What follows belongs to an exercise in optimizing a design on an open flow for small area, a short achievable clock period and few clock cycles; a production flow would make more cautious choices.
Only simulation tests tie the RTL to the original design; equivalence was not proved.
No activity file was given, so power comes from the tool's default toggle rates.

### flow/config.mk
export PLATFORM = sky130hd
export DESIGN_NAME = SME
export DESIGN_NICKNAME = SME
export VERILOG_FILES = /design/flow/design.v
export SDC_FILE = /design/flow/constraint.sdc
export NUM_CORES = 4
export LEC_CHECK = 0
export CAP_MARGIN = 5
export CORE_MARGIN = 2
export CORE_UTILIZATION = 70
export CTS_CLUSTER_DIAMETER = 100
export CTS_CLUSTER_SIZE = 24
export SETUP_SLACK_MARGIN = 4.3
export SLEW_MARGIN = 5
export SYNTH_HIERARCHICAL = 1
### flow/constraint.sdc
create_clock -name core_clock -period 6.5 [get_ports {clk}]
set_input_delay 1.3000 -clock core_clock [delete_from_list [all_inputs] [get_ports {clk}]]
set_output_delay 1.3000 -clock core_clock [all_outputs]
set_load 0.01 [all_outputs]
### flow/design.v
module SME(clk,reset,chardata,isstring,ispattern,valid,match,match_index);
input clk;
input reset;
input [7:0] chardata;
input isstring;
input ispattern;
output match;
output [4:0] match_index;
output valid;
reg [7:0] str [0:31];
reg [31:0] d;
reg dn;                
reg [4:0] len_m1;      
reg [4:0] base;        
reg str_r, pat_r, anch;
reg valid_r, match_r;
reg [4:0] idx_r;
wire first = ~pat_r;
wire is_beg = (chardata == 8'h5E);
wire is_end = (chardata == 8'h24);
integer i;
always @(posedge clk) begin
    if (isstring) begin
        str[0] <= chardata;
        for (i = 1; i < 32; i = i + 1)
            str[i] <= str[i-1];
    end
end
reg [31:0] mask, begok, x;
wire [31:0] sp, d_next;
genvar g;
generate
    for (g = 0; g < 4; g = g + 1) begin : grp
        SME_grp u_grp (.s({str[8*g+7], str[8*g+6], str[8*g+5], str[8*g+4],
                           str[8*g+3], str[8*g+2], str[8*g+1], str[8*g]}),
                       .c(chardata), .x(x[8*g+:8]), .d(d_next[8*g+:8]), .sp(sp[8*g+:8]));
    end
endgenerate
always @(*) begin
    for (i = 0; i < 32; i = i + 1)
        mask[i] = (i <= len_m1);
    for (i = 0; i < 32; i = i + 1) begin
        begok[i] = mask[i] & ((i == 31) ? 1'b1 : (~mask[i+1] | sp[i+1]));
        x[i] = first ? mask[i] : anch ? begok[i] : ((i == 31) ? 1'b0 : d[i+1]);
    end
end
always @(posedge clk) begin
    d <= d_next;
    dn <= is_end & d[0];
    anch <= first & is_beg;
    if (ispattern)
        base <= first ? len_m1 : anch ? base : base - 5'd1;
    if (isstring)
        len_m1 <= str_r ? len_m1 + 5'd1 : 5'd0;
end
always @(posedge clk or posedge reset) begin
    if (reset) begin
        str_r <= 1'b0;
        pat_r <= 1'b0;
        valid_r <= 1'b0;
    end else begin
        str_r <= isstring;
        pat_r <= ispattern;
        valid_r <= pat_r & ~ispattern;
    end
end
wire [3:0] gany;
wire [4:0] cand [0:3];
generate
    for (g = 0; g < 4; g = g + 1) begin : gidx
        wire [1:0] hi0 = base[4:3] - g;
        wire [1:0] hi1 = base[4:3] - g - 1;
        SME_gidx u_gidx (.d(d[8*g+:8]), .lo(base[2:0]), .hi0(hi0), .hi1(hi1),
                         .any(gany[g]), .cand(cand[g]));
    end
endgenerate
always @(posedge clk) begin
    match_r <= (|gany) | dn;
    idx_r <= gany[3] ? cand[3] : gany[2] ? cand[2] : gany[1] ? cand[1] : gany[0] ? cand[0] : base + 5'd1;
end
assign valid = valid_r;
assign match = match_r;
assign match_index = idx_r;
endmodule
module SME_grp(s, c, x, d, sp);
input [63:0] s;
input [7:0] c;
input [7:0] x;
output [7:0] d;
output [7:0] sp;
wire is_any = (c == 8'h2E);
wire is_end = (c == 8'h24);
genvar j;
generate
    for (j = 0; j < 8; j = j + 1) begin : st
        assign sp[j] = (s[8*j+:8] == 8'h20);
        assign d[j] = x[j] & (is_end ? sp[j] : (is_any | (s[8*j+:8] == c)));
    end
endgenerate
endmodule
module SME_gidx(d, lo, hi0, hi1, any, cand);
input [7:0] d;
input [2:0] lo;
input [1:0] hi0;
input [1:0] hi1;
output any;
output [4:0] cand;
wire [2:0] l;
assign l[2] = |d[7:4];
assign l[1] = (|d[7:6]) | (~|d[7:4] & |d[3:2]);
assign l[0] = d[7] | (~d[6] & d[5]) | (~|d[6:4] & d[3]) | (~|d[6:2] & d[1]);
wire [3:0] diff = {1'b0, lo} - {1'b0, l};
assign any = |d;
assign cand = {diff[3] ? hi1 : hi0, diff[2:0]};
endmodule
### flow/run.sh
#!/bin/bash
# synth_recipe.tcl (not shown) runs the flow's synth.tcl, then flattens the netlist and writes it again
# the make line also repeats each setting of config.mk as NAME=value (left out here)
make -C /OpenROAD-flow-scripts/flow DESIGN_CONFIG=/design/flow/config.mk WORK_HOME=/design/flow/orfs CLKGATE_MAP_FILE= SYNTH_SCRIPT=/design/flow/synth_recipe.tcl finish
==> metrics.md, run 1 <==
| Metric | Value |
|---|---|
| YS warnings | `9` |
| Pre-Repair DR Iteration Count | `7` |
| Clk Latency, worst-skew pair | `0.52 ns` |
| Post-place setup slack | `3.25 ns` |
| Crit-path max FO | `1` |
| Via count | `10293` |
| Share of the synthesized area in the top cell type | `0.507` |
| Vias/cell | `6.62` |
| First-pass GRT wire length | `55400 um` |
| I/O pin count | `19` |
| Syn nets | `1285` |
| Fmax | `433 MHz` |
| Final Setup Violations | `0` |
| # clock sinks | `309` |
| Post-synth top area cell | `edfxtp_1` |
| CTS root buf | `clkbuf_16` |
| Post-synthesis sequential area ratio | `0.563` |
| Clock Skew | `0.0184 ns` |
| Crit-path max cell delay | `0.37 ns` |
| Slew margin rel. | `0.583` |
| MaxCap Viol Count | `0` |
| Syn_area_per_cell | `12.6 um2` |
| GRT overflow | `0` |
| Crit path buf inv count | `1` |
| Die Y | `154 um` |
| Dominant synthesized flop cell | `edfxtp_1` |
| Power Total | `3950 uW` |
| Cells on Worst Hold Path | `2` |
| FP Rows | `54` |
| Routed Antenna Nets | `0` |
| Peak VDD IR | `0.234 mV` |
| Synth cell types | `76` |
| DRC viols | `0` |
| RSZ-0062 raised after global routing | `yes` |
| Fraction of registers with async set/reset | `0.00971` |
| DP HPWL | `22200 um` |
| Fin crit period | `2.31 ns` |
| CP Depth | `1` |
| Setup WS post-layout | `4.19 ns` |
| Total track usage | `0.302` |
| Crit path DAT | `1.01 ns` |
| N_diodes | `0` |
| Max stage delay cell, worst path | `dfrtp_1` |
| Type of the tightest min-delay check | `reg2reg` |
| Vias in the first global route | `10316` |
| Syn Inst Count | `1251` |
| CTS buffer count | `16` |
| Die ar. | `23700 um2` |
| Fin util | `0.773` |
| Area growth, synth to finish | `7.87%` |
| CP Launch Type | `register` |
| Initial DRC Count | `1076` |
| Post-synth EDFFs | `266` |
| TritonCTS clock tree | `done` |
| Post-route cell area | `17000 um2` |
| Placed cell area | `15900 um2` |
| Core box area | `22000 um2` |
| Layout net count | `1300` |
| Tightest Pin Transition | `0.625 ns` |
| Starting Density | `0.717` |
| Placer congestion estimate | `0.846` |
| Final WL | `36200 um` |
| Mapped cell area | `15700 um2` |
| Pwr/cell area | `233 nW/um2` |
| Port bufs | `18` |
| Tcrit/Tclk final | `0.355` |
| WL/cell | `23.3 um` |
| CTS Buffer Depth | `3` |
| Ranking of synthesized cells by area | `edfxtp_1, xor2_1, dfxtp_1` |
| Crit path kind | `reg2out` |
| # hold bufs at CTS | `0` |
| Share of layout cells above drive strength 1 | `0.131` |
| Leakage power | `0.00614 uW` |
| Clock slew at reported path FFs | `0.11 ns` |
| Total negative slack | `0 ns` |
| Fin. max-slew vios | `0` |
| CP delay by family, top | `flip-flops` |
| DIE WIDTH | `154 um` |
| Crit-path cells | `buf_2` |
| Initial antenna violation count | `0` |
| FF+latch count, synth | `309` |
| Status | `complete, no violations` |
| Final Hold Violating Endpoints | `0` |
| Crit. End Element | `output port` |
| H-tree level count | `1` |
| Worst r2r path cells | `8` |
| Critical Path RT | `5.20 ns` |
| Largest net degree at the start of global routing | `75` |
==> per-module statistics from Yosys, one instance, submodules excluded <==
| module | flip-flops and latches | cell area [um2] |
|---|---|---|
| SME | 309 | 10700 |
| SME_gidx | 0 | 175 |
| SME_grp | 0 | 1080 |
==> path summary, 6_finish.rpt <==
check	slack [ns]	endpoint	startpoint
max	4.19	valid	valid_r
min	0.47	match_r	dn
max reg2reg	4.25	idx_r[3]	d[20]
min reg2reg	0.47	match_r	dn
max in group asynchronous	5.36	pat_r	reset
min in group asynchronous	0.96	str_r	reset
==> layout make-up <==
cell class | instances | area, um2
inverters | 41 | 154
fillers | 1352 | 4980
well taps | 280 | 350
clock inverters | 1 | 5.00
clock buffers | 27 | 463
multi-input cells | 840 | 6450
repair buffers | 58 | 667
flip-flops and latches | 309 | 8900
==> power breakdown <==
group	internal, uW	switching, uW	total [uW]	leakage [uW]
logic	197	277	474	0.00294
registers	2270	107	2380	0.00297
clock network	494	601	1100	0.000225
==> cells by family after synthesis <==
group,share of synthesized area
XOR/XNOR,0.151
adder cells (fa/ha/maj),0.0194
AO/OA/AOI/OAI,0.0807
AND/OR/NAND/NOR,0.136
buffers and inverters,0.0425
flip-flops,0.563
multiplexers,0.00771
==> timing repair <==
item,4_1_cts,5_1_grt
endpoints found under the setup margin,163,40
gates resized for setup,96,30
cloned,3,1
endpoints found under the hold margin,0,0
pin swaps,16,17
setup buffers,23,4
==> tightest hold or removal path: stages, from the launching register on <==
cell     delay, ns
dfxtp_1       0.32
nor3_1        0.06
nand2_1       0.06
==> cells in the final DEF, fill, tap and decap left out, types with 22 or more instances in the layout <==
cell type	Yosys	layout
a21oi_1	55	51
nand2_1	64	64
o21ai_1	33	29
inv_1	39	36
buf_4	14	22
edfxtp_1	266	266
and4b_1	32	32
dfxtp_1	40	24
xor2_1	261	261
nor4_1	105	102
nor2_1	56	55
==> sequential cells by signal (all words and copies together) (netlist names) <==
name / cells
match_r: 1
anch: 1
d: 32
len_m1: 5
pat_r: 1
str: 256
str_r: 1
idx_r: 5
dn: 1
valid_r: 1
base: 5
==> synthesized netlist by cell type (4+ instances only) <==
master / n
o31ai_1: 12
nor2b_1: 10
buf_6: 21
xnor2_1: 10
nand2_1: 64
inv_1: 39
a31oi_1: 5
clkbuf_1: 8
mux2_1: 8
o21ai_0: 7
buf_2: 14
xor2_1: 261
buf_8: 4
nor4_1: 105
a21o_1: 4
a211oi_1: 10
nand4b_4: 4
and4b_1: 32
o211ai_1: 6
ha_1: 18
nor3_1: 17
a21oi_1: 55
nor4b_1: 4
o41ai_1: 4
dfxtp_1: 40
o21ai_1: 33
nor2_1: 56
nand2b_1: 10
a21oi_2: 8
o21ai_2: 4
nand3_1: 8
or3_1: 5
edfxtp_1: 266
fa_1: 4
nand2_2: 4
nor4b_4: 4
buf_4: 14
and2_1: 10
==> through the flow <==
step | cells | hold slack [ns]
final | 1556 | 0.470
after global routing | 1556 | 0.469
after CTS | 1551 | 0.455
after detailed placement | 1497 | 0.432
after global placement | 1497 | 0.435
after floorplan | 1251 | 0.395
==> layer usage <==
metal	track usage	wire length, um	vias to the layer above	share of wire
met5	0	0	-	0
met4	0.0877	875	0	0.024
met3	0.0443	2980	74	0.082
met2	0.498	17400	485	0.48
met1	0.423	15000	5068	0.41
li1	-	-	4666	-
Testbench counts, summed over its fixed seeds: cycles 24,912.
==> inputs of run 2 (changes only) <==
--- a/flow/config.mk
+++ b/flow/config.mk
@@ -7,3 +7,3 @@
 export LEC_CHECK = 0
-export CAP_MARGIN = 5
+export CAP_MARGIN = 20
 export CORE_MARGIN = 2
@@ -13,3 +13,4 @@
 export SETUP_SLACK_MARGIN = 4.3
-export SLEW_MARGIN = 5
+export SLEW_MARGIN = 20
 export SYNTH_HIERARCHICAL = 1
+export TNS_END_PERCENT = 10
==> run 2 against run 1 <==
  * First-iteration DRC count increased by 2.5%
  * Sequential share of layout area up 0.26 points
  * Cell count unchanged
  * Sequential power hardly changed
  * Still clean on timing, DRC and antenna
==> metrics.md, run 2 <==
| Metric | Value |
|---|---|
| Status | `complete, no violations` |
| Top cells by count, synth | `edfxtp_1, xor2_1, nor4_1` |
| Clock Skew | `0.0271 ns (+0.00877 ns)` |
| CTS buffer count | `16 (unchanged)` |
| Fmax | `430 MHz (-0.86%)` |
| Syn_area_per_cell | `12.6 um2 (unchanged)` |
| Initial antenna violation count | `0 (unchanged)` |
| Top-count cell post-synth | `edfxtp_1` |
| Finished Layout Cells | `1556 (unchanged)` |
| GRT overflow | `0 (unchanged)` |
| CTS Buffer Depth | `3 (unchanged)` |
| Worst r2r path cells | `10 (+2)` |
| Crit path kind | `reg2out` |
| Crit path buf inv count | `1 (unchanged)` |
| Crit-path max FO | `1 (unchanged)` |
| Peak VDD IR | `0.335 mV (+43%)` |
| Die Y | `154 um (unchanged)` |
| Placer congestion estimate | `0.886 (+4.8%)` |
| Critical Path RT | `5.20 ns (about the same)` |
| Setup slack, reg-to-reg | `4.19 ns (-0.06 ns)` |
| DP HPWL | `22600 um (+1.5%)` |
| Mapped cell area | `15700 um2 (unchanged)` |
| Routed Antenna Nets | `0 (unchanged)` |
| Crit-path cells | `buf_2` |
| Die ar. | `23700 um2 (unchanged)` |
| Post-synth top area cell | `edfxtp_1` |
| Crit path DAT | `1.03 ns (+0.02 ns)` |
| Type of the tightest min-delay check | `reg2reg` |
| Commonest non-fill, non-tap cell in the layout | `edfxtp_1` |
| Max reg flops | `256 (unchanged)` |
| WL/cell | `22.9 um (-1.6%)` |
| Crit-path max cell delay | `0.38 ns (about the same)` |
| Share of layout cells above drive strength 1 | `0.124 (-0.00705)` |
| Tcrit/Tclk final | `0.358 (+0.00307)` |
| Syn Inst Count | `1251 (unchanged)` |
| Fin. max-slew vios | `0 (unchanged)` |
| Total negative slack | `0 ns (unchanged)` |
| Fillers | `1407 (+4.1%)` |
| N_diodes | `0 (unchanged)` |
| Core box area | `22000 um2 (unchanged)` |
| Leakage power | `0.00608 uW (-0.97%)` |
| Final Hold Violating Endpoints | `0 (unchanged)` |
| Crit. End Element | `output port` |
| Final WL | `35600 um (-1.6%)` |
| Vias/cell | `6.58 (-0.57%)` |
| Port bufs | `18 (unchanged)` |
| YS warnings | `9 (unchanged)` |
| CTS root buf | `clkbuf_16` |
| Largest net degree at the start of global routing | `106 (+41%)` |
| Reg with most FFs | `str` |
| # clock sinks | `309 (unchanged)` |
| CP delay by family, top | `flip-flops` |
| Fin crit period | `2.33 ns (+0.0200 ns)` |
| Post-route cell area | `16900 um2 (-0.61%)` |
| Total track usage | `0.297 (-0.00521)` |
| Starting Density | `0.717 (unchanged)` |
| TritonCTS clock tree | `done` |
| Post-synth EDFFs | `266 (unchanged)` |
| Worst Hold Path EP | `str[29][4]` |
| FP Rows | `54 (unchanged)` |
| Startpoint of the worst hold path | `str[28][4]` |
| Area growth, synth to finish | `7.21%` |
| Final Setup Violations | `0 (unchanged)` |
| Placed cell area | `15900 um2 (about the same)` |
| Pre-Repair DR Iteration Count | `5 (-2)` |
| Initial DRC Count | `1103 (+2.5%)` |
| Placed insts | `1498 (+0.067%)` |
| Critical R2R Launch | `d[2]` |
| Vias in the first global route | `9987 (-3.2%)` |
| Regs by FF count | `str (256), d (32)` |
| Setup WS post-layout | `4.17 ns (-0.0200 ns)` |
| Pwr/cell area | `234 nW/um2 (+0.72%)` |
| Commonest cells after routing, fill and taps aside | `edfxtp_1, xor2_1, nor4_1` |
| RR Endpoint | `idx_r[3]` |
| I/O pin count | `19 (unchanged)` |
| Layout net count | `1300 (unchanged)` |
| H-tree level count | `1 (unchanged)` |
| Via count | `10234 (-0.57%)` |
| First-pass GRT wire length | `54700 um (-1.3%)` |
| # hold bufs at CTS | `0 (unchanged)` |
| Clk Latency, worst-skew pair | `0.53 ns (about the same)` |
| Ranking of synthesized cells by area | `edfxtp_1, xor2_1, dfxtp_1` |
| Fraction of registers with async set/reset | `0.00971 (unchanged)` |
| FF+latch count, synth | `309 (unchanged)` |
| Clock slew at reported path FFs | `0.10 ns (about the same)` |
| Max stage delay cell, worst path | `dfrtp_1` |
| DIE WIDTH | `154 um (unchanged)` |
| MaxCap Viol Count | `0 (unchanged)` |
| Synth cell types | `76 (unchanged)` |
| DRC viols | `0 (unchanged)` |
| Dominant synthesized flop cell | `edfxtp_1` |
| Tightest Pin Transition | `0.946 ns (+0.320 ns)` |
| RSZ-0062 raised after global routing | `yes` |
| Post-place setup slack | `3.22 ns (-0.0267 ns)` |
| Post-synthesis sequential area ratio | `0.563 (unchanged)` |
| Cells on Worst Hold Path | `0 (-2)` |
| Share of the synthesized area in the top cell type | `0.507 (unchanged)` |
| Slew margin rel. | `0.369 (-0.214)` |
| CP Launch Type | `register` |
| Syn nets | `1285 (unchanged)` |
run 2: changes by cell type in the layout (fill, tap and decap cells not counted), moves of 3 or more:
cell,change
buf_2,-7
nor4_2,+3
a21oi_2,-4
a21oi_1,+3
dfxtp_1,+3
buf_4,+11
run 2: per-module statistics from Yosys (local to each module, per instance):
| module | cell area, um2 | times used |
|---|---|---|
| SME | 10700 | 1 |
| SME_gidx | 175 | 4 |
| SME_grp | 1080 | 4 |
run 2: cell families (layout without fill, tap and decap cells):
family / after synthesis / after routing / share of synthesized area
adder cells (fa/ha/maj): 22 / 22 / 0.0194
AND/OR/NAND/NOR: 347 / 347 / 0.136
buffers and inverters: 103 / 128 / 0.0425
AO/OA/AOI/OAI: 188 / 188 / 0.0807
flip-flops: 309 / 309 / 0.563
XOR/XNOR: 271 / 271 / 0.151
multiplexers: 11 / 11 / 0.00771
run 2: metrics by stage:
stage	total power [uW]	util	hold slack [ns]
floorplan	2710	-	0.395
global route	4080	0.769	0.508
detailed placement	2840	0.722	0.462
global placement	2830	0.722	0.448
finish	3950	0.769	0.498
CTS	3950	0.764	0.485
run 2: metal layers:
metal,share of wire,global-route usage,wire length [um]
met1,0.43,0.426,15300
met2,0.47,0.471,16700
met3,0.080,0.0541,2840
met4,0.020,0.0832,697
met5,0,0,0
run 2: how the worst max path moves through the flow:
stage           startpoint             end  depth (start not counted)  slack [ns]
2_1_floorplan  chardata[6]           d[10]                          5        4.28
3_3_place_gp   chardata[6]           d[13]                          6        3.31
3_5_place_dp   chardata[7]           d[14]                          6        3.22
4_1_cts           idx_r[2]  match_index[2]                          1        4.11
5_1_grt              d[10]        idx_r[2]                         10        4.14
6_report           valid_r           valid                          1        4.17
run 2: final cells by class:
type / count / area, um2 / share of cell area
clock buffer: 27 / 463 / 0.0274
multi-input combinational: 839 / 6400 / 0.379
timing repair buffer: 59 / 616 / 0.0365
clock inverter: 1 / 5.00 / 0.000297
sequential: 309 / 8890 / 0.527
inverter: 41 / 154 / 0.00912
tap: 280 / 350 / 0.0208
run 2: power by group:
| group | leakage (uW) | internal, uW | switching, uW |
|---|---|---|---|
| Sequential | 0.00297 | 2280 | 107 |
| Combinational | 0.00289 | 192 | 273 |
| Clock | 0.000225 | 494 | 612 |
run 2: timing repair:
action                     4_1_cts  5_1_grt
cloned                           1        0
setup buffers                   24        5
setup endpoints to repair      206      199
pin swaps                       15        7
gates resized for setup         88       26
==> inputs of run 3 (changes only) <==
--- a/flow/config.mk
+++ b/flow/config.mk
@@ -8,2 +8,4 @@
 export CAP_MARGIN = 20
+export CELL_PAD_IN_SITES_DETAIL_PLACEMENT = 0
+export CELL_PAD_IN_SITES_GLOBAL_PLACEMENT = 0
 export CORE_MARGIN = 2
@@ -15,2 +17 @@
 export SYNTH_HIERARCHICAL = 1
-export TNS_END_PERCENT = 10
==> run 3 against run 2 <==
  * Critical path depth unchanged
  * Still clean on timing, DRC and antenna
  * Flip-flop and latch count is the same
  * Count of clock-buffer cells in the layout unchanged
  * Critical path type unchanged
==> metrics.md, run 3 <==
| Metric | Value |
|---|---|
| Fin crit period | `2.31 ns (-0.0200 ns)` |
| Leakage power | `0.00614 uW (+0.98%)` |
| Total track usage | `0.302 (+0.00521)` |
| Peak VDD IR | `0.234 mV (-30%)` |
| Crit-path max FO | `1 (unchanged)` |
| Die ar. | `23700 um2 (unchanged)` |
| Crit. End Element | `output port` |
| Syn nets | `1285 (unchanged)` |
| Worst r2r path cells | `8 (-2)` |
| Share of layout cells above drive strength 1 | `0.131 (+0.00705)` |
| Vias in the first global route | `10316 (+3.3%)` |
| Final Setup Violations | `0 (unchanged)` |
| Status | `complete, no violations` |
| Syn_area_per_cell | `12.6 um2 (unchanged)` |
| Largest family of logic cells by synthesized area | `XOR/XNOR gates` |
| Mux cell area share after synthesis | `0.00771 (unchanged)` |
| Critical Path RT | `5.20 ns (about the same)` |
| Post-place setup slack | `3.25 ns (+0.0267 ns)` |
| Port bufs | `18 (unchanged)` |
| Post-synthesis sequential area ratio | `0.563 (unchanged)` |
| Clk Latency, worst-skew pair | `0.52 ns (about the same)` |
| Post-Synth XOR/XNOR Area | `0.151 (unchanged)` |
| Max reg flops | `256 (unchanged)` |
| Placer congestion estimate | `0.846 (-4.6%)` |
| # hold bufs at CTS | `0 (unchanged)` |
| Slew margin rel. | `0.583 (+0.214)` |
| Commonest cells after routing, fill and taps aside | `edfxtp_1, xor2_1, nor4_1` |
| Post-synthesis compound-gate area fraction | `0.0807 (unchanged)` |
| I/O pin count | `19 (unchanged)` |
| Critical R2R Launch | `d[20]` |
| WL/cell | `23.3 um (+1.7%)` |
| Starting Density | `0.717 (unchanged)` |
| Tcrit/Tclk final | `0.355 (-0.00307)` |
| RSZ-0062 raised after global routing | `yes` |
| RR Endpoint | `idx_r[3]` |
| Tightest Pin Transition | `0.625 ns (-0.320 ns)` |
| Clock slew at reported path FFs | `0.11 ns (about the same)` |
| Worst Hold Path EP | `match_r` |
| Via count | `10293 (+0.58%)` |
| DRC viols | `0 (unchanged)` |
| Clock Skew | `0.0184 ns (-0.00877 ns)` |
| Synth cell types | `76 (unchanged)` |
| Core box area | `22000 um2 (unchanged)` |
| Finished Layout Cells | `1556 (unchanged)` |
| Fraction of registers with async set/reset | `0.00971 (unchanged)` |
| Vias/cell | `6.62 (+0.58%)` |
| Setup WS post-layout | `4.19 ns (+0.0200 ns)` |
| Startpoint of the worst hold path | `dn` |
| Total negative slack | `0 ns (unchanged)` |
| Dominant synthesized flop cell | `edfxtp_1` |
| Crit-path cells | `buf_2` |
| Commonest non-fill, non-tap cell in the layout | `edfxtp_1` |
| DIE WIDTH | `154 um (unchanged)` |
| Final WL | `36200 um (+1.7%)` |
| Fin. max-slew vios | `0 (unchanged)` |
| FP Rows | `54 (unchanged)` |
| Setup slack, reg-to-reg | `4.25 ns (+0.06 ns)` |
| Cells on Worst Hold Path | `2 (+2)` |
| First-pass GRT wire length | `55400 um (+1.3%)` |
| Crit path DAT | `1.01 ns (-0.02 ns)` |
| Routed Antenna Nets | `0 (unchanged)` |
| DP HPWL | `22200 um (-1.4%)` |
| Top-count cell post-synth | `edfxtp_1` |
| Final Hold Violating Endpoints | `0 (unchanged)` |
| CP delay by family, top | `flip-flops` |
| Initial DRC Count | `1076 (-2.4%)` |
| Ranking of synthesized cells by area | `edfxtp_1, xor2_1, dfxtp_1` |
| Crit-path max cell delay | `0.37 ns (about the same)` |
| Syn Inst Count | `1251 (unchanged)` |
| Type of the tightest min-delay check | `reg2reg` |
| Pwr/cell area | `233 nW/um2 (-0.71%)` |
| CTS root buf | `clkbuf_16` |
| CP Launch Type | `register` |
| YS warnings | `9 (unchanged)` |
| Fmax | `433 MHz (+0.86%)` |
| Reg with most FFs | `str` |
| CTS Buffer Depth | `3 (unchanged)` |
| Layout net count | `1300 (unchanged)` |
| Placed insts | `1497 (-0.067%)` |
| Pre-Repair DR Iteration Count | `7 (+2)` |
| CTS buffer count | `16 (unchanged)` |
| Max stage delay cell, worst path | `dfrtp_1` |
| Share of the synthesized area in the top cell type | `0.507 (unchanged)` |
| Die Y | `154 um (unchanged)` |
| Post-synth top area cell | `edfxtp_1` |
| Crit path buf inv count | `1 (unchanged)` |
| Initial antenna violation count | `0 (unchanged)` |
| # clock sinks | `309 (unchanged)` |
| GRT overflow | `0 (unchanged)` |
| MaxCap Viol Count | `0 (unchanged)` |
| H-tree level count | `1 (unchanged)` |
| TritonCTS clock tree | `done` |
| Crit path kind | `reg2out` |
| Post-synth EDFFs | `266 (unchanged)` |
| Mapped cell area | `15700 um2 (unchanged)` |
| Synth Area in Simple Gates | `0.136 (unchanged)` |
| Top cells by count, synth | `edfxtp_1, xor2_1, nor4_1` |
| Post-synthesis adder-cell area fraction | `0.0194 (unchanged)` |
| N_diodes | `0 (unchanged)` |
| FF+latch count, synth | `309 (unchanged)` |
| Largest net degree at the start of global routing | `75 (-29%)` |
| Regs by FF count | `str (256), d (32)` |
| Area growth, synth to finish | `7.87%` |
[run 3: cell counts after synthesis]
No cell type changed its count.
[run 3: how the worst max path moves through the flow]
stage                            from  endpoint  slack, ns  cells past startpoint
after floorplan           chardata[6]     d[10]       4.28                      5
after global placement    chardata[6]     d[13]       3.36                      6
after detailed placement  chardata[6]     d[12]       3.25                      6
after CTS                     valid_r     valid       4.18                      1
after global routing          valid_r     valid       4.16                      1
final                         valid_r     valid       4.19                      1
[run 3: through the flow]
stage | power, uW | instance area (um2) | utilization | hold slack (ns)
CTS | 3940 | 16800 | 0.766 | 0.455
finish | 3950 | 17000 | 0.773 | 0.470
detailed placement | 2840 | 15900 | 0.722 | 0.432
global route | 4070 | 17000 | 0.773 | 0.469
global placement | 2830 | 15900 | 0.722 | 0.435
floorplan | 2710 | 15800 | - | 0.395
[run 3: final cells by class]
cell class | instances | area [um2]
clock inverters | 1 | 5.00
multi-input cells | 840 | 6450
well taps | 280 | 350
clock buffers | 27 | 463
repair buffers | 58 | 667
flip-flops and latches | 309 | 8900
fillers | 1352 | 4980
inverters | 41 | 154
[run 3: modules after synthesis, one instance, submodules excluded]
module	cells	flip-flops and latches	copies in the design	cell area, um2
SME	591	309	1	10700
SME_gidx	24	0	4	175
SME_grp	141	0	4	1080
[run 3: power by group]
part           switching (uW)  total [uW]  internal (uW)
Clock                     601        1100            494
Sequential                107        2380           2270
Combinational             277         474            197
Total                     985        3950           2970
[run 3: logic make-up after synthesis]
logic type / Yosys count
buf+inv: 103
fa+ha+maj: 22
compound gates: 188
xor+xnor: 271
mux: 11
flops: 309
simple gates: 347
[run 3: per-layer routing]
metal | global-route usage | share of wire | up-vias
met4 | 0.0877 | 0.024 | 0
met2 | 0.498 | 0.48 | 485
met5 | 0 | 0 | -
met1 | 0.423 | 0.41 | 5068
li1 | - | - | 4666
met3 | 0.0443 | 0.082 | 74
[run 3: repair_timing]
| action | in CTS | in global routing |
|---|---|---|
| cloned | 3 | 1 |
| resized for setup | 96 | 30 |
| pin swaps | 16 | 17 |
| endpoints found under the setup margin | 163 | 40 |
| setup buffers | 23 | 4 |
==> inputs of run 4 (changes only) <==
--- a/flow/config.mk
+++ b/flow/config.mk
@@ -8,6 +8,4 @@
 export CAP_MARGIN = 20
-export CELL_PAD_IN_SITES_DETAIL_PLACEMENT = 0
-export CELL_PAD_IN_SITES_GLOBAL_PLACEMENT = 0
 export CORE_MARGIN = 2
-export CORE_UTILIZATION = 70
+export CORE_UTILIZATION = 65
 export CTS_CLUSTER_DIAMETER = 100
==> run 4 against run 3 <==
  * Clock skew rose by 0.0084 ns
  * Worst hold slack got worse by 0.015 ns
  * Via count fell by 0.90%
  * Still clean on timing, DRC and antenna
  * Utilization fell by 5.2 points
  * Critical endpoint is now idx_r[3]
==> metrics.md, run 4 <==
| Metric | Value |
|---|---|
| Fin. max-slew vios | `0 (unchanged)` |
| I/O pin count | `19 (unchanged)` |
| DP HPWL | `22200 um (-0.10%)` |
| DRC viols | `0 (unchanged)` |
| Tightest Pin Transition | `0.603 ns (-0.0220 ns)` |
| Post-synth top area cell | `edfxtp_1` |
| Clock share of power | `0.281 (+0.004)` |
| Port bufs | `18 (unchanged)` |
| GRT overflow | `0 (unchanged)` |
| Placer congestion estimate | `0.856 (+1.2%)` |
| Ranking of synthesized cells by area | `edfxtp_1, xor2_1, dfxtp_1` |
| Top-count cell post-synth | `edfxtp_1` |
| Max stage delay cell, worst path | `dfxtp_1` |
| CTS buffer count | `16 (unchanged)` |
| N_diodes | `0 (unchanged)` |
| Syn Inst Count | `1251 (unchanged)` |
| Initial DRC Count | `981 (-8.8%)` |
| Slew margin rel. | `0.598 (+0.0147)` |
| Post-synthesis sequential area ratio | `0.563 (unchanged)` |
| Pwr/cell area | `232 nW/um2 (-0.17%)` |
| Commonest non-fill, non-tap cell in the layout | `edfxtp_1` |
| Crit. End Element | `register` |
| Syn_area_per_cell | `12.6 um2 (unchanged)` |
| Crit-path cells | `nor4_2 -> ha_1 -> a21oi_2 -> o21ai_2 -> mux2_1 -> nand3b_1 -> a21oi_1 -> a221o_1` |
| Max reg flops | `256 (unchanged)` |
| Tcrit/Tclk final | `0.354 (-0.000709)` |
| Fraction of registers with async set/reset | `0.00971 (unchanged)` |
| Core box area | `23600 um2 (+7.5%)` |
| Crit path DAT | `2.69 ns (+1.68 ns)` |
| Die Y | `160 um (+3.7%)` |
| WL/cell | `22.3 um (-4.1%)` |
| Synth cell types | `76 (unchanged)` |
| YS warnings | `9 (unchanged)` |
| # hold bufs at CTS | `0 (unchanged)` |
| Multi-input logic area | `6440 um2 (about the same)` |
| Comb power frac | `0.117 (-0.003)` |
| Fmax | `434 MHz (+0.20%)` |
| FP Rows | `56 (+3.7%)` |
| Regs by FF count | `str (256), d (32)` |
| Crit-path max cell delay | `0.40 ns (+0.03 ns)` |
| Peak VDD IR | `0.246 mV (+4.9%)` |
| Type of the tightest min-delay check | `reg2reg` |
| Status | `complete, no violations` |
| Clock slew at reported path FFs | `0.10 ns (about the same)` |
| Commonest cells after routing, fill and taps aside | `edfxtp_1, xor2_1, nor4_1` |
| Share of layout cells above drive strength 1 | `0.134 (+0.00360)` |
| Post-place setup slack | `3.23 ns (-0.0149 ns)` |
| Seq. cell area | `8890 um2 (about the same)` |
| Mapped cell area | `15700 um2 (unchanged)` |
| CTS Buffer Depth | `3 (unchanged)` |
| P_sw | `981 uW (-0.39%)` |
| Share of the synthesized area in the top cell type | `0.507 (unchanged)` |
| Final Hold Violating Endpoints | `0 (unchanged)` |
| Final WL | `35700 um (-1.5%)` |
| Top cells by count, synth | `edfxtp_1, xor2_1, nor4_1` |
| H-tree level count | `1 (unchanged)` |
| Total negative slack | `0 ns (unchanged)` |
| CP delay by family, top | `compound AO/OA/AOI/OAI gates` |
| Vias in the first global route | `9816 (-4.8%)` |
| CP Launch Type | `register` |
| Dominant synthesized flop cell | `edfxtp_1` |
| Final Setup Violations | `0 (unchanged)` |
| Die ar. | `25500 um2 (+7.5%)` |
| Switching Share | `0.248 (-0.00114)` |
| MaxCap Viol Count | `0 (unchanged)` |
| First-pass GRT wire length | `54200 um (-2.1%)` |
| TritonCTS clock tree | `done` |
| Via count | `10200 (-0.90%)` |
| Crit path from | `d[14]` |
| Initial antenna violation count | `0 (unchanged)` |
| Leakage power | `0.00613 uW (-0.23%)` |
| Post-synth EDFFs | `266 (unchanged)` |
| Int Pwr | `2970 uW (+0.22%)` |
| Setup WS post-layout | `4.20 ns (+0.00461 ns)` |
| Total track usage | `0.270 (-0.0316)` |
| Vias/cell | `6.38 (-3.5%)` |
| DIE WIDTH | `160 um (+3.7%)` |
| Hold Slack | `0.455 ns (-0.0152 ns)` |
| Starting Density | `0.667 (-0.0502)` |
| Routed Antenna Nets | `0 (unchanged)` |
| Crit-path max FO | `5 (+4)` |
| Clock Skew | `0.0268 ns (+0.00839 ns)` |
| Largest net degree at the start of global routing | `136 (+81%)` |
| Fin crit period | `2.30 ns (-0.00461 ns)` |
| Critical R2R Launch | `d[14]` |
| CTS root buf | `clkbuf_16` |
| Reg with most FFs | `str` |
| Fillers | `1657 (+23%)` |
| Critical Path RT | `6.89 ns (+1.69 ns)` |
| Layout net count | `1303 (+0.23%)` |
| Pre-Repair DR Iteration Count | `5 (-2)` |
| RSZ-0062 raised after global routing | `yes` |
| Area growth, synth to finish | `8.12%` |
| Power share of the sequential group | `0.602 (about the same)` |
| Crit path buf inv count | `0 (-1)` |
| FF+latch count, synth | `309 (unchanged)` |
| Syn nets | `1285 (unchanged)` |
| Crit path kind | `reg2reg` |
| Clk Latency, worst-skew pair | `0.52 ns (about the same)` |
| # clock sinks | `309 (unchanged)` |
| Startpoint of the worst hold path | `dn` |
run 4: modules after synthesis (local to each module, per instance):
| module | cells inside | cell area [um2] |
|---|---|---|
| SME | 591 | 10700 |
| SME_gidx | 24 | 175 |
| SME_grp | 141 | 1080 |
run 4: final timing paths:
kind	to	slack, ns	depth (start not counted)
max	idx_r[3]	4.20	8
min	match_r	0.46	2
max reg2reg	idx_r[3]	4.20	8
min reg2reg	match_r	0.46	2
max in group asynchronous	valid_r	5.35	2
min in group asynchronous	str_r	0.98	2
run 4: per-layer routing:
layer	up-vias	track usage	part of all wire	wire length [um]
li1	4672	-	-	-
met1	5070	0.390	0.43	15300
met2	408	0.446	0.48	17100
met3	50	0.0322	0.076	2710
met4	0	0.0587	0.018	630
met5	-	0	0	0
run 4: layout make-up:
cell class,instances,area share
flip-flops and latches,309,0.522
multi-input cells,839,0.379
well taps,319,0.0234
inverters,41,0.00904
clock buffers,28,0.0280
repair buffers,62,0.0385
run 4: timing repair:
item                                    CTS  global route
resized for setup                        87            40
endpoints found under the setup margin  176           109
endpoints found under the hold margin     0             0
pin swaps                                16            19
gates cloned                              1             1
buffers inserted                         19            13
run 4: metrics by stage:
step / utilization / std cells / cell area [um2] / power, uW
final: 0.721 / 1598 / 17000 / 3950
after global routing: 0.721 / 1598 / 17000 / 4080
after CTS: 0.709 / 1584 / 16700 / 3950
after detailed placement: 0.673 / 1536 / 15900 / 2850
after global placement: 0.673 / 1536 / 15900 / 2830
after floorplan: - / 1251 / 15800 / 2710
run 4: power groups by stage:
stage,clock (uW),combinational [uW],sequential [uW]
2_1_floorplan,0,318,2390
4_1_cts,1120,439,2380
3_3_place_gp,0,396,2440
5_1_grt,1190,502,2390
6_report,1110,463,2380
3_5_place_dp,0,406,2440
run 4: kinds of logic (layout without fill, tap and decap cells):
| family | count (synthesis) | in the layout | synth area share |
|---|---|---|---|
| AO/OA/AOI/OAI | 188 | 188 | 0.0807 |
| buffers and inverters | 103 | 131 | 0.0425 |
| flip-flops | 309 | 309 | 0.563 |
| AND/OR/NAND/NOR | 347 | 347 | 0.136 |
| multiplexers | 11 | 11 | 0.00771 |
| adder cells (fa/ha/maj) | 22 | 22 | 0.0194 |
| XOR/XNOR | 271 | 271 | 0.151 |
run 4: worst reg2reg max path, cell delays in order, from the launching register on:
cell	delay, ns
dfxtp_1	0.40
nor4_2	0.39
ha_1	0.35
a21oi_2	0.17
o21ai_2	0.09
mux2_1	0.31
nand3b_1	0.08
a21oi_1	0.08
a221o_1	0.31
==> inputs of run 5 (changes only) <==
--- a/flow/config.mk
+++ b/flow/config.mk
@@ -9,3 +9,3 @@
 export CORE_MARGIN = 2
-export CORE_UTILIZATION = 65
+export CORE_UTILIZATION = 70
 export CTS_CLUSTER_DIAMETER = 100
==> run 5 against run 4 <==
  * Highest routed layer unchanged
  * Largest cell class unchanged
  * Via count rose by 0.91%
  * Total power barely moved
  * Wire length rose by 1.5%
  * Critical path depth fell by 7
  * Global-route usage rose by 3.2 points
  * Largest power group unchanged
  * Flip-flop and latch count did not move
  * Die area fell by 7.0%
  * Maximum frequency fell by 0.20%
  * Cell count fell by 2.6%
  * Combinational power rose by 2%
  * Critical endpoint is now valid
  * Still clean
==> metrics.md, run 5 <==
| Metric | Value |
|---|---|
| Share of the synthesized area in the top cell type | `0.507 (unchanged)` |
| Tcrit/Tclk final | `0.355 (+0.000709)` |
| Largest net degree at the start of global routing | `75 (-45%)` |
| Status | `complete, no violations` |
| CP delay by family, top | `flip-flops` |
| CTS buffer count | `16 (unchanged)` |
| YS warnings | `9 (unchanged)` |
| Fin crit period | `2.31 ns (+0.00461 ns)` |
| Max stage delay cell, worst path | `dfrtp_1` |
| Final Hold Violating Endpoints | `0 (unchanged)` |
| Dominant synthesized flop cell | `edfxtp_1` |
| Reg with most FFs | `str` |
| Top cells by count, synth | `edfxtp_1, xor2_1, nor4_1` |
| Setup WS post-layout | `4.19 ns (-0.00461 ns)` |
| CTS Buffer Depth | `3 (unchanged)` |
| DRC viols | `0 (unchanged)` |
| Routed Antenna Nets | `0 (unchanged)` |
| N_diodes | `0 (unchanged)` |
| Total track usage | `0.302 (+0.0316)` |
| Post-synth top area cell | `edfxtp_1` |
| Fmax | `433 MHz (-0.20%)` |
| Type of the tightest min-delay check | `reg2reg` |
| Crit path buf inv count | `1 (+1)` |
| Pre-Repair DR Iteration Count | `7 (+2)` |
| Fin. max-slew vios | `0 (unchanged)` |
| Commonest non-fill, non-tap cell in the layout | `edfxtp_1` |
| Critical Path RT | `5.20 ns (-1.69 ns)` |
| Clock slew at reported path FFs | `0.11 ns (about the same)` |
| Ranking of synthesized cells by area | `edfxtp_1, xor2_1, dfxtp_1` |
| Pwr/cell area | `233 nW/um2 (+0.17%)` |
| # clock sinks | `309 (unchanged)` |
| DP HPWL | `22200 um (+0.10%)` |
| Regs by FF count | `str (256), d (32)` |
| Post-place setup slack | `3.25 ns (+0.0149 ns)` |
| Syn_area_per_cell | `12.6 um2 (unchanged)` |
| Total negative slack | `0 ns (unchanged)` |
| DIE WIDTH | `154 um (-3.5%)` |
| Leakage power | `0.00614 uW (+0.23%)` |
| Clock Skew | `0.0184 ns (-0.00839 ns)` |
| Peak VDD IR | `0.234 mV (-4.7%)` |
| CTS root buf | `clkbuf_16` |
| Initial DRC Count | `1076 (+9.7%)` |
| Final WL | `36200 um (+1.5%)` |
| Die Y | `154 um (-3.5%)` |
| Slew margin rel. | `0.583 (-0.0147)` |
| GRT overflow | `0 (unchanged)` |
| Commonest cells after routing, fill and taps aside | `edfxtp_1, xor2_1, nor4_1` |
| First-pass GRT wire length | `55400 um (+2.1%)` |
| CP Launch Type | `register` |
| Layout net count | `1300 (-0.23%)` |
| Starting Density | `0.717 (+0.0502)` |
| Fillers | `1352 (-18%)` |
| # hold bufs at CTS | `0 (unchanged)` |
| Die ar. | `23700 um2 (-7.0%)` |
| Port bufs | `18 (unchanged)` |
| Top-count cell post-synth | `edfxtp_1` |
| Clk Latency, worst-skew pair | `0.52 ns (about the same)` |
| Crit path kind | `reg2out` |
| Post-synthesis sequential area ratio | `0.563 (unchanged)` |
| WL/cell | `23.3 um (+4.2%)` |
| Placer congestion estimate | `0.846 (-1.2%)` |
| Synth cell types | `76 (unchanged)` |
| RSZ-0062 raised after global routing | `yes` |
| Crit. End Element | `output port` |
| Syn nets | `1285 (unchanged)` |
| FP Rows | `54 (-3.6%)` |
| Vias/cell | `6.62 (+3.6%)` |
| Crit path DAT | `1.01 ns (-1.68 ns)` |
| Mapped cell area | `15700 um2 (unchanged)` |
| Crit-path cells | `buf_2` |
| Vias in the first global route | `10316 (+5.1%)` |
| TritonCTS clock tree | `done` |
| Core box area | `22000 um2 (-7.0%)` |
| I/O pin count | `19 (unchanged)` |
| Tightest Pin Transition | `0.625 ns (+0.0220 ns)` |
| MaxCap Viol Count | `0 (unchanged)` |
| H-tree level count | `1 (unchanged)` |
| Syn Inst Count | `1251 (unchanged)` |
| Initial antenna violation count | `0 (unchanged)` |
| Max reg flops | `256 (unchanged)` |
| Crit-path max cell delay | `0.37 ns (-0.03 ns)` |
| Fraction of registers with async set/reset | `0.00971 (unchanged)` |
| Final Setup Violations | `0 (unchanged)` |
| Crit-path max FO | `1 (-4)` |
| Via count | `10293 (+0.91%)` |
| Post-synth EDFFs | `266 (unchanged)` |
| Area growth, synth to finish | `7.87%` |
| FF+latch count, synth | `309 (unchanged)` |
| Share of layout cells above drive strength 1 | `0.131 (-0.00360)` |
## run 5: cell type report
class	instances	area, um2	area share
clock inverter	1	5.00	0.000295
tap	280	350	0.0206
inverter	41	154	0.00906
timing repair buffer	58	667	0.0393
multi-input combinational	840	6450	0.380
sequential	309	8900	0.524
clock buffer	27	463	0.0273
## run 5: worst paths after layout
path / from / to / slack, ns / cells past startpoint
worst max register to register: d[20] / idx_r[3] / 4.25 / 8
worst max-delay path: valid_r / valid / 4.19 / 1
min in group asynchronous: reset / str_r / 0.96 / 2
worst min-delay path: dn / match_r / 0.47 / 2
worst min register to register: dn / match_r / 0.47 / 2
max in group asynchronous: reset / pat_r / 5.36 / 2
## run 5: power by group
| part | internal (uW) | switching, uW |
|---|---|---|
| Combinational | 197 | 277 |
| Sequential | 2270 | 107 |
| Clock | 494 | 601 |
## run 5: cell families after synthesis
family	after synthesis	share of synthesized area
AOI/OAI and AO/OA	188	0.0807
xor gates and xnor gates	271	0.151
adders and majority gates	22	0.0194
buffers and inverters	103	0.0425
DFF	309	0.563
muxes	11	0.00771
and+or+nand+nor	347	0.136
## run 5: per-stage QoR
step | hold slack [ns] | total power (uW) | instance area (um2) | instances | util
finish | 0.470 | 3950 | 17000 | 1556 | 0.773
global route | 0.469 | 4070 | 17000 | 1556 | 0.773
CTS | 0.455 | 3940 | 16800 | 1551 | 0.766
floorplan | 0.395 | 2710 | 15800 | 1251 | -
global placement | 0.435 | 2830 | 15900 | 1497 | 0.722
detailed placement | 0.432 | 2840 | 15900 | 1497 | 0.722
## run 5: metal layers
metal  vias up  share of wire  global-route usage
met5         -              0                   0
met4         0          0.024              0.0877
met3        74          0.082              0.0443
met2       485           0.48               0.498
met1      5068           0.41               0.423
li1       4666              -                   -
## run 5: what timing repair did
action                                  4_1_cts  5_1_grt
endpoints found under the hold margin         0        0
setup buffers                                23        4
gates resized for setup                      96       30
cloned                                        3        1
pin swaps                                    16       17
endpoints found under the setup margin      163       40
## run 5: modules after synthesis (local to each module, per instance)
module	flops+latches	times used
SME_grp	0	4
SME	309	1
SME_gidx	0	4
==> inputs of run 6 (changes only) <==
--- a/flow/config.mk
+++ b/flow/config.mk
@@ -11,3 +11,3 @@
 export CTS_CLUSTER_DIAMETER = 100
-export CTS_CLUSTER_SIZE = 24
+export CTS_CLUSTER_SIZE = 30
 export SETUP_SLACK_MARGIN = 4.3
==> run 6 against run 5 <==
  * Synthesized area stayed put
  * Cell count hardly changed
  * Flip-flop and latch count stayed put
==> metrics.md, run 6 <==
| Metric | Value |
|---|---|
| Ranking of synthesized cells by area | `edfxtp_1, xor2_1, dfxtp_1` |
| Fin util | `0.775 (+0.00131)` |
| Finished Layout Cells | `1555 (-0.064%)` |
| Vias in the first global route | `10259 (-0.55%)` |
| Clock slew at reported path FFs | `0.13 ns (+0.02 ns)` |
| Syn nets | `1285 (unchanged)` |
| Pre-Repair DR Iteration Count | `5 (-2)` |
| Fraction of registers with async set/reset | `0.00971 (unchanged)` |
| CP Launch Type | `register` |
| N_diodes | `0 (unchanged)` |
| Share of layout cells above drive strength 1 | `0.135 (+0.00402)` |
| Fillers | `1329 (-1.7%)` |
| Final WL | `36300 um (+0.21%)` |
| Met1 usage | `0.420 (-0.00338)` |
| Max stage delay cell, worst path | `dfrtp_1` |
| Tightest Pin Transition | `0.624 ns (-0.00129 ns)` |
| Peak VDD IR | `0.267 mV (+14%)` |
| Via count | `10317 (+0.23%)` |
| Post-synth EDFFs | `266 (unchanged)` |
| Largest net degree at the start of global routing | `75 (unchanged)` |
| Crit-path cells | `buf_2` |
| Total track usage | `0.299 (-0.00281)` |
| Initial antenna violation count | `0 (unchanged)` |
| Area growth, synth to finish | `8.05%` |
| Routed Antenna Nets | `0 (unchanged)` |
| MaxCap Viol Count | `0 (unchanged)` |
| Commonest non-fill, non-tap cell in the layout | `edfxtp_1` |
| Placer congestion estimate | `0.846 (unchanged)` |
| Hold Slack | `0.452 ns (-0.0178 ns)` |
| CTS Buffer Depth | `3 (unchanged)` |
| Crit-path max FO | `1 (unchanged)` |
| Crit path buf inv count | `1 (unchanged)` |
| Dominant synthesized flop cell | `edfxtp_1` |
| Type of the tightest min-delay check | `reg2reg` |
| CP delay by family, top | `flip-flops` |
| Commonest cells after routing, fill and taps aside | `edfxtp_1, xor2_1, nor4_1` |
| GRT busiest layer | `met2` |
| Fin crit period | `2.33 ns (+0.0240 ns)` |
| Vias/cell | `6.63 (+0.30%)` |
| Die Y | `154 um (unchanged)` |
| Tcrit/Tclk final | `0.359 (+0.00370)` |
| Final Setup Violations | `0 (unchanged)` |
| YS warnings | `9 (unchanged)` |
| Layout net count | `1301 (+0.077%)` |
| RSZ-0062 raised after global routing | `yes` |
| Syn Inst Count | `1251 (unchanged)` |
| Synth cell types | `76 (unchanged)` |
| First-pass GRT wire length | `55100 um (-0.51%)` |
| Crit-path max cell delay | `0.37 ns (about the same)` |
| Syn_area_per_cell | `12.6 um2 (unchanged)` |
| Fin. max-slew vios | `0 (unchanged)` |
| I/O pin count | `19 (unchanged)` |
| DIE WIDTH | `154 um (unchanged)` |
| CTS buffer count | `14 (-2)` |
| Final Hold Violating Endpoints | `0 (unchanged)` |
| Share of the synthesized area in the top cell type | `0.507 (unchanged)` |
| Reg with most FFs | `str` |
| Clock Skew | `0.0522 ns (+0.0339 ns)` |
| Critical Path RT | `5.20 ns (about the same)` |
| Port bufs | `18 (unchanged)` |
| Post-synth top area cell | `edfxtp_1` |
| DRC viols | `0 (unchanged)` |
| Max reg flops | `256 (unchanged)` |
| Met3 Use GR | `0.0499 (+0.00564)` |
| Slew margin rel. | `0.584 (+0.000857)` |
| Grt met2 use | `0.488 (-0.00940)` |
| Regs by FF count | `str (256), d (32)` |
| Post-route cell area | `17000 um2 (+0.17%)` |
| Post-synthesis sequential area ratio | `0.563 (unchanged)` |
| FP Rows | `54 (unchanged)` |
| WL/cell | `23.3 um (+0.27%)` |
| Crit. End Element | `output port` |
| Fmax | `429 MHz (-1.0%)` |
| # clock sinks | `309 (unchanged)` |
| GRT overflow | `0 (unchanged)` |
| Pwr/cell area | `229 nW/um2 (-1.7%)` |
| Initial DRC Count | `1054 (-2.0%)` |
| Die ar. | `23700 um2 (unchanged)` |
| Top cells by count, synth | `edfxtp_1, xor2_1, nor4_1` |
| Leakage power | `0.00615 uW (about the same)` |
| Starting Density | `0.717 (unchanged)` |
| FF+latch count, synth | `309 (unchanged)` |
| Placed insts | `1497 (unchanged)` |
| CTS root buf | `clkbuf_16` |
| Crit path DAT | `1.03 ns (+0.02 ns)` |
| Clk Latency, worst-skew pair | `0.54 ns (+0.02 ns)` |
| Total negative slack | `0 ns (unchanged)` |
| Placed cell area | `15900 um2 (unchanged)` |
| Top-count cell post-synth | `edfxtp_1` |
| Crit path kind | `reg2out` |
| Mapped cell area | `15700 um2 (unchanged)` |
| H-tree level count | `1 (unchanged)` |
| DP HPWL | `22200 um (unchanged)` |
| TritonCTS clock tree | `done` |
| Status | `complete, no violations` |
| Core box area | `22000 um2 (unchanged)` |
[run 6: per-module statistics from Yosys, one instance, submodules excluded]
module    cells inside  copies in the design  flops+latches
SME_gidx            24                     4              0
SME_grp            141                     4              0
SME                591                     1            309
[run 6: power by group]
group	switching (uW)	internal (uW)	total (uW)
clock	609	425	1030
combinational	276	199	475
sequential	108	2270	2380
total	992	2900	3890
[run 6: cell type report]
class / count / area (um2) / area share
multi-input combinational: 840 / 6500 / 0.382
inverter: 41 / 154 / 0.00905
clock inverter: 2 / 46.3 / 0.00272
tap: 280 / 350 / 0.0206
sequential: 309 / 8900 / 0.523
clock buffer: 22 / 380 / 0.0224
timing repair buffer: 61 / 682 / 0.0401
[run 6: metrics by stage]
step	worst slack [ns]	power (uW)
detailed placement	3.25	2840
global route	4.13	4020
CTS	4.16	3880
global placement	3.36	2830
floorplan	4.28	2710
finish	4.17	3890
[run 6: logic make-up after synthesis]
kind of cell	Yosys count	share of synthesized area
flip-flops	309	0.563
AO/OA/AOI/OAI	188	0.0807
XOR/XNOR	271	0.151
buffers and inverters	103	0.0425
multiplexers	11	0.00771
adder cells (fa/ha/maj)	22	0.0194
AND/OR/NAND/NOR	347	0.136
[run 6: routing by layer]
layer,vias to the layer above,part of all wire
li1,4662,-
met1,5054,0.41
met2,517,0.48
met3,84,0.093
met4,0,0.023
met5,-,0
[run 6: worst paths after layout]
path / end / from / cells past startpoint / slack (ns)
setup / recovery: valid / valid_r / 1 / 4.17
hold / removal: str[30][5] / str[29][5] / 0 / 0.45
hold reg to reg: str[30][5] / str[29][5] / 0 / 0.45
setup reg to reg: idx_r[3] / d[4] / 8 / 4.23
max in group asynchronous: pat_r / reset / 2 / 5.38
min in group asynchronous: str_r / reset / 2 / 0.94
[run 6: timing repair]
action	4_1_cts	5_1_grt
gates cloned	3	1
endpoints found under the setup margin	163	39
setup buffers	23	7
hold buffers	0	0
pin swaps	19	21
resized for setup	93	42
endpoints found under the hold margin	0	0

-- afterwards: timing with drivers on the ports --
No port has a modelled driver above. Below, the same layouts with a new extraction and two added sets of constraints. Step 1 sets driving cells, clkbuf_16 on the clock port and buf_2 on the other inputs (assumed; they add their load-dependent delay and slew). Step 2 moves the port delays by t, midway between the first and last clock arrival at a register: inputs arrive t later, outputs are due t later. That takes back most of the time a late clock gives input paths. a / b / c = ideal / step 1 / step 2; a / b = the first two.
run | t (ns) | setup WS [ns] | latest minus earliest clock arrival (ns) | pins driven straight from the clock port
run 1 | 0.562 | 4.193 / 4.139 / 3.756 | 0.020 / 0.020 | 1
run 2 | 0.565 | 4.173 / 4.123 / 3.691 | 0.027 / 0.027 | 1
run 3 | 0.562 | 4.193 / 4.139 / 3.756 | 0.020 / 0.020 | 1
run 4 | 0.559 | 4.197 / 4.148 / 3.820 | 0.028 / 0.028 | 1
run 5 | 0.562 | 4.193 / 4.139 / 3.756 | 0.020 / 0.020 | 1
run 6 | 0.562 | 4.169 / 4.122 / 3.757 | 0.054 / 0.054 | 1
After both steps setup and hold are still met in every run listed. For run 2, which loses most, drivers alone change the setup slack by -0.050 ns; drivers and shift together by -0.482 ns.
